Source: an optimization exercise on an open RTL-to-GDS flow (aim: small area, a short achievable clock period and few clock cycles per item). Production flows keep margins and buffers that such runs may drop. Only simulation tests tie the RTL to the original design; equivalence was not proved.

## flow/design.v

```verilog
module divider(quotient, remainder, done, divisor, dividend, start, clk, rst);
    output reg [31:0] quotient, remainder;
    input [31:0] divisor, dividend;
    input start, clk, rst;
    output done;
    reg        busy, idle, align;
    reg [4:0]  za_r;     
    reg [4:0]  sh;       
    reg [31:0] B;        
    function [4:0] lzc;
        input [31:0] x;
        reg [15:0] v0; reg [15:0] z0;
        reg [7:0]  v1; reg [15:0] z1;
        reg [3:0]  v2; reg [11:0] z2;
        reg [1:0]  v3; reg [7:0]  z3;
        integer i;
        begin
            for (i = 0; i < 16; i = i + 1) begin
                v0[i] = x[2*i+1] | x[2*i];
                z0[i] = ~x[2*i+1];
            end
            for (i = 0; i < 8; i = i + 1) begin
                v1[i] = v0[2*i+1] | v0[2*i];
                z1[2*i +: 2] = v0[2*i+1] ? {1'b0, z0[2*i+1]} : {1'b1, z0[2*i]};
            end
            for (i = 0; i < 4; i = i + 1) begin
                v2[i] = v1[2*i+1] | v1[2*i];
                z2[3*i +: 3] = v1[2*i+1] ? {1'b0, z1[4*i+2 +: 2]} : {1'b1, z1[4*i +: 2]};
            end
            for (i = 0; i < 2; i = i + 1) begin
                v3[i] = v2[2*i+1] | v2[2*i];
                z3[4*i +: 4] = v2[2*i+1] ? {1'b0, z2[6*i+3 +: 3]} : {1'b1, z2[6*i +: 3]};
            end
            lzc = v3[1] ? {1'b0, z3[7:4]} : {1'b1, z3[3:0]};
        end
    endfunction
    function longer4;
        input [31:0] x, y;       
        reg [7:0] nx, ny;
        reg above;               
        integer j;
        begin
            for (j = 0; j < 8; j = j + 1) begin
                nx[j] = |x[4*j +: 4];
                ny[j] = |y[4*j +: 4];
            end
            longer4 = 1'b0;
            above = 1'b0;
            for (j = 7; j >= 0; j = j - 1) begin
                above = above | nx[j];
                longer4 = longer4 | (ny[j] & ~above);
            end
        end
    endfunction
    wire quick = longer4(dividend, divisor) | ~(|divisor);
    wire [5:0] s = {1'b0, sh} - {1'b0, za_r};
    wire [31:0] B1 = s[0] ? {B[30:0], 1'b0} : B;
    wire [31:0] B2 = s[1] ? {B1[29:0], 2'b0} : B1;
    wire [31:0] B4 = s[2] ? {B2[27:0], 4'b0} : B2;
    wire [31:0] B8 = s[3] ? {B4[23:0], 8'b0} : B4;
    wire [31:0] Ba = s[4] ? {B8[15:0], 16'b0} : B8;
    wire [32:0] diff = {1'b0, remainder} - {1'b0, B};
    wire        qbit = ~diff[32];
    wire busy_n = busy ? (align ? ~s[5] : (sh != 5'd0)) : (start & ~quick);
    assign done = idle;
    always_ff @(posedge clk, negedge rst) begin
        if (~rst) begin
            busy <= 1'b0;
            idle <= 1'b1;
            align <= 1'b0;
        end else begin
            busy <= busy_n;
            idle <= ~busy_n;
            align <= ~busy & start & ~quick;
        end
    end
    always_ff @(posedge clk) begin
        if (busy) begin
            if (align) begin
                B <= Ba;
                sh <= s[4:0];
            end else begin
                B <= B >> 1;
                sh <= sh - 5'd1;
                quotient <= {quotient[30:0], qbit};
                if (qbit) remainder <= diff[31:0];
            end
        end else begin
            B <= divisor;
            sh <= lzc(divisor);
            za_r <= lzc(dividend);
            if (start) begin
                quotient <= 32'd0;
                remainder <= dividend;
            end
        end
    end
endmodule
```

## flow/standard.sh

```bash
#!/bin/bash
# synth_recipe.tcl (not shown) runs the flow's synth.tcl, then flattens the netlist and writes it again
# the make line also repeats each setting of config.mk as NAME=value (left out here)
make -C /OpenROAD-flow-scripts/flow DESIGN_CONFIG=/design/flow/config.mk WORK_HOME=/design/flow/orfs CLKGATE_MAP_FILE= SYNTH_SCRIPT=/design/flow/synth_recipe.tcl "${@:-finish}"
```

## flow/flow/run.sh

```bash
#!/bin/bash
# Own layout flow: the standard synthesis unchanged, then the standard ORFS
# steps with a few extra ORFS settings (flow/extra.mk) appended to config.mk
# after synthesis, so that synthesis is exactly the standard flow's.
set -euo pipefail
here="$(pwd)"
bash standard.sh synth > "$here/log_synth.txt" 2>&1
cat flow/extra.mk >> config.mk
bash standard.sh > "$here/log_layout.txt" 2>&1
```

## flow/constraint.sdc

```tcl
create_clock -name core_clock -period 5.0 [get_ports {clk}]
set_input_delay 1.0000 -clock core_clock [delete_from_list [all_inputs] [get_ports {clk}]]
set_output_delay 1.0000 -clock core_clock [all_outputs]
set_load 0.01 [all_outputs]
```

## flow/flow/extra.mk

```make
export BUFFER_PORTS_ARGS = -buffer_cell sky130_fd_sc_hd__buf_1
```

## flow/config.mk

```make
export PLATFORM = sky130hd
export DESIGN_NAME = divider
export DESIGN_NICKNAME = divider
export VERILOG_FILES = /design/flow/design.v
export SDC_FILE = /design/flow/constraint.sdc
export NUM_CORES = 4
export LEC_CHECK = 0
export ABC_AREA = 1
export CAP_MARGIN = 20
export CORE_MARGIN = 2
export CORE_UTILIZATION = 40
export CTS_BUF_LIST = sky130_fd_sc_hd__clkbuf_8
export PLACE_DENSITY = 0.6
export SETUP_SLACK_MARGIN = 2.55
export SLEW_MARGIN = 20
export BUFFER_PORTS_ARGS = -buffer_cell sky130_fd_sc_hd__buf_1
```

==> impl_metrics.ini, run 1 <==
[flow_run]
maxCapViolCount = 0

[global_route]
grt_pass1_wl_mm = 50.3
grt_use_met3_pct = 4.35
grt-ovfl-total = 0
grtUsageMet1_pct = 35.4
top_usage_layer = met2
grt_start_max_net_pins = 66
grt_pass1_vias = 9259
met2_usage_pct = 43.2
antenna_found_initial = 0
track_usage_pct = 26.9

[floorplan]
std_cell_rows = 56
die_h_um = 157
fp.dieW_um = 157
core_area_mm2 = 0.0233
start_util_pct = 40.4
die_area_mm2 = 0.0248
ioPinCount = 132

[worst_setup_path]
crit_arrival_ps = 2510
crit_required_ps = 5130
path_delay_family = simple AND/OR/NAND/NOR gates
crit_type = reg -> reg
crit_cells = 14
crit_fanout = 8
crit_slowest_cell = dfxtp_1
crit_buf_inv = 2
ff2ff_path_depth = 14
ff2ff_setup_slack_ps = 2620
critical_path.cell_chain = inv_1, ha_4, nand2_1, inv_1, nand2_1, nor2_1, nand2_1, nand3_2, nand2_2, nand2_2, nand2_2, nand2_4, nand2_8, nand2_8
cp-start-kind = register
slowest_delay_ps = 390
worstSetupEndpointType = register

[clocking]
clock_sinks = 109
cts.htree.levels = 3
clk_pin_slew_ps = 120
cts_root_buffer = clkbuf_8
cts_buffer_depth = 2
cts_tree = built
numCtsBuffers = 9
clk-insertion-delay-late_ps = 410
cts_hold_buf = 0

[drt]
viasPerCell = 5.22
drc = 0
wl_per_cell_um = 17.5
detail-route-antenna-nets = 0
wirelength_mm = 33.9
firstDrtPassIters = 6
route.vias.total = 10064
drt_iter0_markers = 1044

[sta]
maxSlewViolCount = 0
hold_viol = 0
setup_violations = 0
fmax_mhz = 420
min_period_ps = 2380
tightest_slew_ps = 867
clock_skew_ps = 11.9
fin_ws_ps = 2620
timing.hold.ws_ps = 373
relSlewSlack_pct = 42.1
finalCritPeriodShare_pct = 47.6
fin_tns_setup_ps = 0
grt_setup_unrepaired = true

[final_layout]
drive_above_1_share_pct = 6.83
n_fill_cell = 2474
areaGrowthSynthToFinish_pct = 14.5
nets = 1713
n_antenna_cell = 0
fin_cells = 1929

[yosys]
ys_seq_area_share_pct = 30.9
synth.distinct_cells = 48
ys_ff_latch = 109
syn-cell-area_mm2 = 0.00940
syn_nets = 1589
yosys_warnings = 1
synthArstFlopShare_pct = 2.75
synth-edff-count = 71
ys.flop_type = edfxtp_1
syn_area_per_cell_um2 = 6.35
syn_inst = 1481

[placed_design]
gp_congestion = 0.940
dp_hpwl_mm = 25.9
numPortBuffers = 131
placedCellCount = 1891
pre_cts_ws_ps = 2090

[outcome]
status = timing/DRC/antenna clean

[min_path]
hold_class = in -> async
-- per-layer routing --
layer  part of all wire (%)  vias up
li1                       -     4977
met1                     43     4593
met2                     46      417
met3                    7.4       77
met4                    4.1        0
met5                      0        -
-- synth_stat cells (3+ instances only) --
| cell | number | area (um2) |
|---|---|---|
| nand2_1 | 529 | 1990 |
| inv_1 | 265 | 995 |
| nand3_1 | 148 | 741 |
| nor2_1 | 77 | 289 |
| edfxtp_1 | 71 | 2130 |
| o21ai_0 | 65 | 325 |
| a21oi_1 | 46 | 230 |
| ha_1 | 39 | 488 |
| dfxtp_1 | 35 | 701 |
| o211ai_1 | 30 | 225 |
| buf_2 | 15 | 75.1 |
| o22ai_1 | 15 | 93.8 |
| nor3_1 | 13 | 65.1 |
| o21ai_1 | 13 | 65.1 |
| clkbuf_1 | 12 | 45.0 |
| nand4_1 | 12 | 75.1 |
| buf_6 | 11 | 124 |
| xnor2_1 | 10 | 87.6 |
| nand3_2 | 6 | 60.1 |
| nor2_2 | 6 | 37.5 |
| and2_1 | 5 | 31.3 |
| inv_2 | 5 | 18.8 |
| buf_1 | 4 | 15.0 |
| buf_4 | 4 | 30.0 |
| o21bai_1 | 4 | 30.0 |
| a31oi_1 | 3 | 18.8 |
| nand2_2 | 3 | 18.8 |
| nand3b_1 | 3 | 22.5 |
| o221ai_1 | 3 | 26.3 |
| or2_1 | 3 | 18.8 |
| xor2_2 | 3 | 48.8 |
-- logic make-up after synthesis --
group	count (synthesis)	synth area share, %
AO/OA/AOI/OAI	188	11.6
adder cells (fa/ha/maj)	41	5.61
flip-flops	109	30.9
multiplexers	2	0.226
XOR/XNOR	14	1.54
buffers and inverters	317	14.0
AND/OR/NAND/NOR	810	36.0
-- per-stage QoR --
step	area (um2)	util (%)
2_1_floorplan	9410	-
3_3_place_gp	10100	43.2
3_5_place_dp	10100	43.2
4_1_cts	10500	45.2
5_1_grt	10800	46.3
6_report	10800	46.3
-- state kept, by name (all words and copies together), names as in the netlist --
register	count
B	32
quotient	32
remainder	32
sh	5
za_r	5
align	1
busy	1
idle	1
-- timing repair --
action / CTS / global route
endpoints found under the hold margin: 0 / 0
buffers inserted: 10 / 7
cloned: 4 / 1
setup endpoints to repair: 100 / 100
pin swaps: 6 / 6
gates resized for setup: 30 / 33
-- path summary, 6_finish.rpt --
path,startpoint,end
min reg2reg,B[12],B[11]
max reg2reg,B[9],remainder[14]
max,B[9],remainder[14]
min in group core_clock,B[12],B[11]
min,rst,busy
max in group asynchronous,rst,idle
-- cell usage in the layout, fill, tap and decap left out, drive strengths merged, types with 5 or more instances in the layout --
master,count
clkbuf,11
inv,272
xnor2,10
edfxtp,71
nor3,16
buf,155
a21oi,48
nand3,154
or2,5
nand4,12
and2,5
o211ai,31
ha,39
dfxtp,35
nand2,535
o21ai,78
nor2,83
o22ai,15
-- cell type report --
class / count / area, um2 / share of cell area (%)
repair buffers: 156 / 753 / 7.00
well taps: 319 / 399 / 3.71
multi-input cells: 1059 / 5470 / 50.8
clock inverters: 6 / 53.8 / 0.500
inverters: 270 / 1040 / 9.65
clock buffers: 10 / 138 / 1.28
flip-flops and latches: 109 / 2910 / 27.1
Testbench counts, summed over its fixed seeds: cycles 15,277, items 2,048.
==> inputs of run 2 (changes only) <==
--- a/flow/config.mk
+++ b/flow/config.mk
@@ -11,6 +11,6 @@
 export CORE_UTILIZATION = 40
 export CTS_BUF_LIST = sky130_fd_sc_hd__clkbuf_8
 export PLACE_DENSITY = 0.6
-export SETUP_SLACK_MARGIN = 2.55
+export SETUP_SLACK_MARGIN = 2.6
 export SLEW_MARGIN = 20
 export BUFFER_PORTS_ARGS = -buffer_cell sky130_fd_sc_hd__buf_1
==> run 2 against run 1 <==
Critical endpoint is now remainder[30]. Die area is the same. Highest routed layer unchanged. Via count grew 2.0%. Final area grew 0.94%. Core utilization grew 0.44 points.
==> impl_metrics.ini, run 2 <==
[final_layout]
nets = 1718
final_common_cell = nand2_1
final_cell_mix = nand2_1, inv_1, nand3_1, buf_1, nor2_1
drive_above_1_share_pct = 7.99
fin_cells = 1934
n_antenna_cell = 0
final_area_mm2 = 0.0109
n_fill_cell = 2460
top_regs = B: 32 flops, quotient: 32 flops, remainder: 32 flops
areaGrowthSynthToFinish_pct = 15.5

[drt]
route.vias.total = 10262
detail-route-antenna-nets = 0
drc = 0
firstDrtPassIters = 9
wirelength_mm = 34.3
wl_per_cell_um = 17.7
viasPerCell = 5.31
drt_iter0_markers = 1117

[yosys]
syn_area_per_cell_um2 = 6.35
synth.distinct_cells = 48
ys_ff_latch = 109
synth_common_cells = nand2_1, inv_1, nand3_1, nor2_1, edfxtp_1
synth.most_common_cell = nand2_1
netlist.area_leader.share_pct = 22.7
ys.flop_type = edfxtp_1
synth_top_area_cell = edfxtp_1
syn_nets = 1589
ys_seq_area_share_pct = 30.9
synthArstFlopShare_pct = 2.75
syn_inst = 1481
synthTopCellsByArea = edfxtp_1, nand2_1, inv_1
yosys_warnings = 1
synth-edff-count = 71
syn-cell-area_mm2 = 0.00940

[worst_setup_path]
crit_arrival_ps = 2460
critical_path.cell_chain = inv_1, ha_1, nand2_1, inv_1, nand2_1, nor2_1, nand2_1, nand3_2, nand2_2, nand2_2, nand2_2, nand2_4, nand2_8, nand2_8
cp-start-kind = register
crit_slowest_cell = ha_1
ff2ff_setup_slack_ps = 2670
crit_required_ps = 5130
ff2ff_path_depth = 14
crit_buf_inv = 2
crit_type = reg -> reg
crit_fanout = 8
slowest_delay_ps = 390
worstSetupEndpointType = register
path_delay_family = simple AND/OR/NAND/NOR gates
r2r_end = remainder[30]
r2r_start = B[5]

[global_route]
track_usage_pct = 27.0
grt-ovfl-total = 0
grt_pass1_wl_mm = 50.4
grt_start_max_net_pins = 66
antenna_found_initial = 0
grt_pass1_vias = 9308

[clocking]
cts_buffer_depth = 2
cts_tree = built
clock_sinks = 109
clk_pin_slew_ps = 120
cts.htree.levels = 3
numCtsBuffers = 9
clk-insertion-delay-late_ps = 400
cts_root_buffer = clkbuf_8

[min_path]
hold_class = in -> async

[floorplan]
core_area_mm2 = 0.0233
die_area_mm2 = 0.0248
die_h_um = 157
ioPinCount = 132
start_util_pct = 40.4
std_cell_rows = 56
fp.dieW_um = 157

[placed_design]
placedCellCount = 1891
placed_area_mm2 = 0.0101
numPortBuffers = 131
pre_cts_ws_ps = 2090
gp_congestion = 0.940
dp_hpwl_mm = 25.9

[sta]
relSlewSlack_pct = 41.2
fmax_mhz = 429
min_period_ps = 2330
hold_viol = 0
clock_skew_ps = 10.2
maxSlewViolCount = 0
fin_ws_ps = 2670
finalCritPeriodShare_pct = 46.6
tightest_slew_ps = 881
grt_setup_unrepaired = true
fin_tns_setup_ps = 0
timing.hold.ws_ps = 376
setup_violations = 0

[flow_run]
maxCapViolCount = 0

[outcome]
status = timing/DRC/antenna clean
==> run 2: worst max-delay path by stage <==
| stage | start | slack [ps] | cells past startpoint | to |
|---|---|---|---|---|
| after floorplan | remainder[0] | 2650 | 14 | remainder[0] |
| after global placement | sh[0] | 2120 | 9 | B[30] |
| after detailed placement | sh[0] | 2090 | 12 | B[31] |
| after CTS | sh[0] | 2580 | 13 | B[31] |
| after global routing | za_r[0] | 2550 | 12 | B[31] |
| final | B[5] | 2670 | 14 | remainder[30] |
==> run 2: layer usage <==
metal  vias up  share of wire [%]  track usage, %
met3        80                7.8            4.35
li1       5003                  -               -
met5         -                  0               0
met4         0                4.2            12.7
met1      4717                 42            35.4
met2       462                 46            43.3
==> run 2: final cells by class <==
type                       instances  area, um2  area share, %
multi-input combinational       1060       5530           50.9
sequential                       109       2910           26.8
inverter                         270       1040           9.58
timing repair buffer             160        788           7.25
tap                              319        399           3.67
clock buffer                      10        138           1.27
clock inverter                     6       53.8          0.495
==> run 2: logic make-up after synthesis <==
logic type / synth area share [%]
and+or+nand+nor: 36.0
buffers and inverters: 14.0
AOI/OAI and AO/OA: 11.6
DFF: 30.9
adders and majority gates: 5.61
xor gates and xnor gates: 1.54
muxes: 0.226
==> run 2: per-stage QoR <==
stage	util [%]
after floorplan	-
after global placement	43.2
after detailed placement	43.2
after CTS	45.5
after global routing	46.7
final	46.7
==> run 2: timing repair <==
item	CTS	global route
resized for setup	43	36
cloned	4	2
pin swaps	7	9
hold endpoints to repair	0	0
hold buffers	0	0
buffers inserted	11	10
setup endpoints to repair	101	99

separate check: timing with driven ports:
Ports are ideal in the flow. The routed layouts listed here were re-timed in OpenROAD. Step 1 sets driving cells, clkbuf_16 on the clock port and buf_2 on the other inputs (assumed; they add their load-dependent delay and slew). Step 2 times the ports against the registers' clock, not the clock port: input delays grow and output delays shrink by t, the midpoint of the rising clock arrivals with the driver on. a / b / c = no drivers / after step 1 / after step 2; a / b = the first two.
run | t, ns | setup WS [ns] | worst setup path after step 2
run 1 | 0.446 | 2.620 / 2.620 / 2.334 | input to register
run 2 | 0.446 | 2.670 / 2.670 / 2.349 | input to register
After both steps every run listed still meets setup and hold. The setup slack of run 2, which loses most, moves by 0.000 ns with the drivers and by -0.321 ns with both steps.
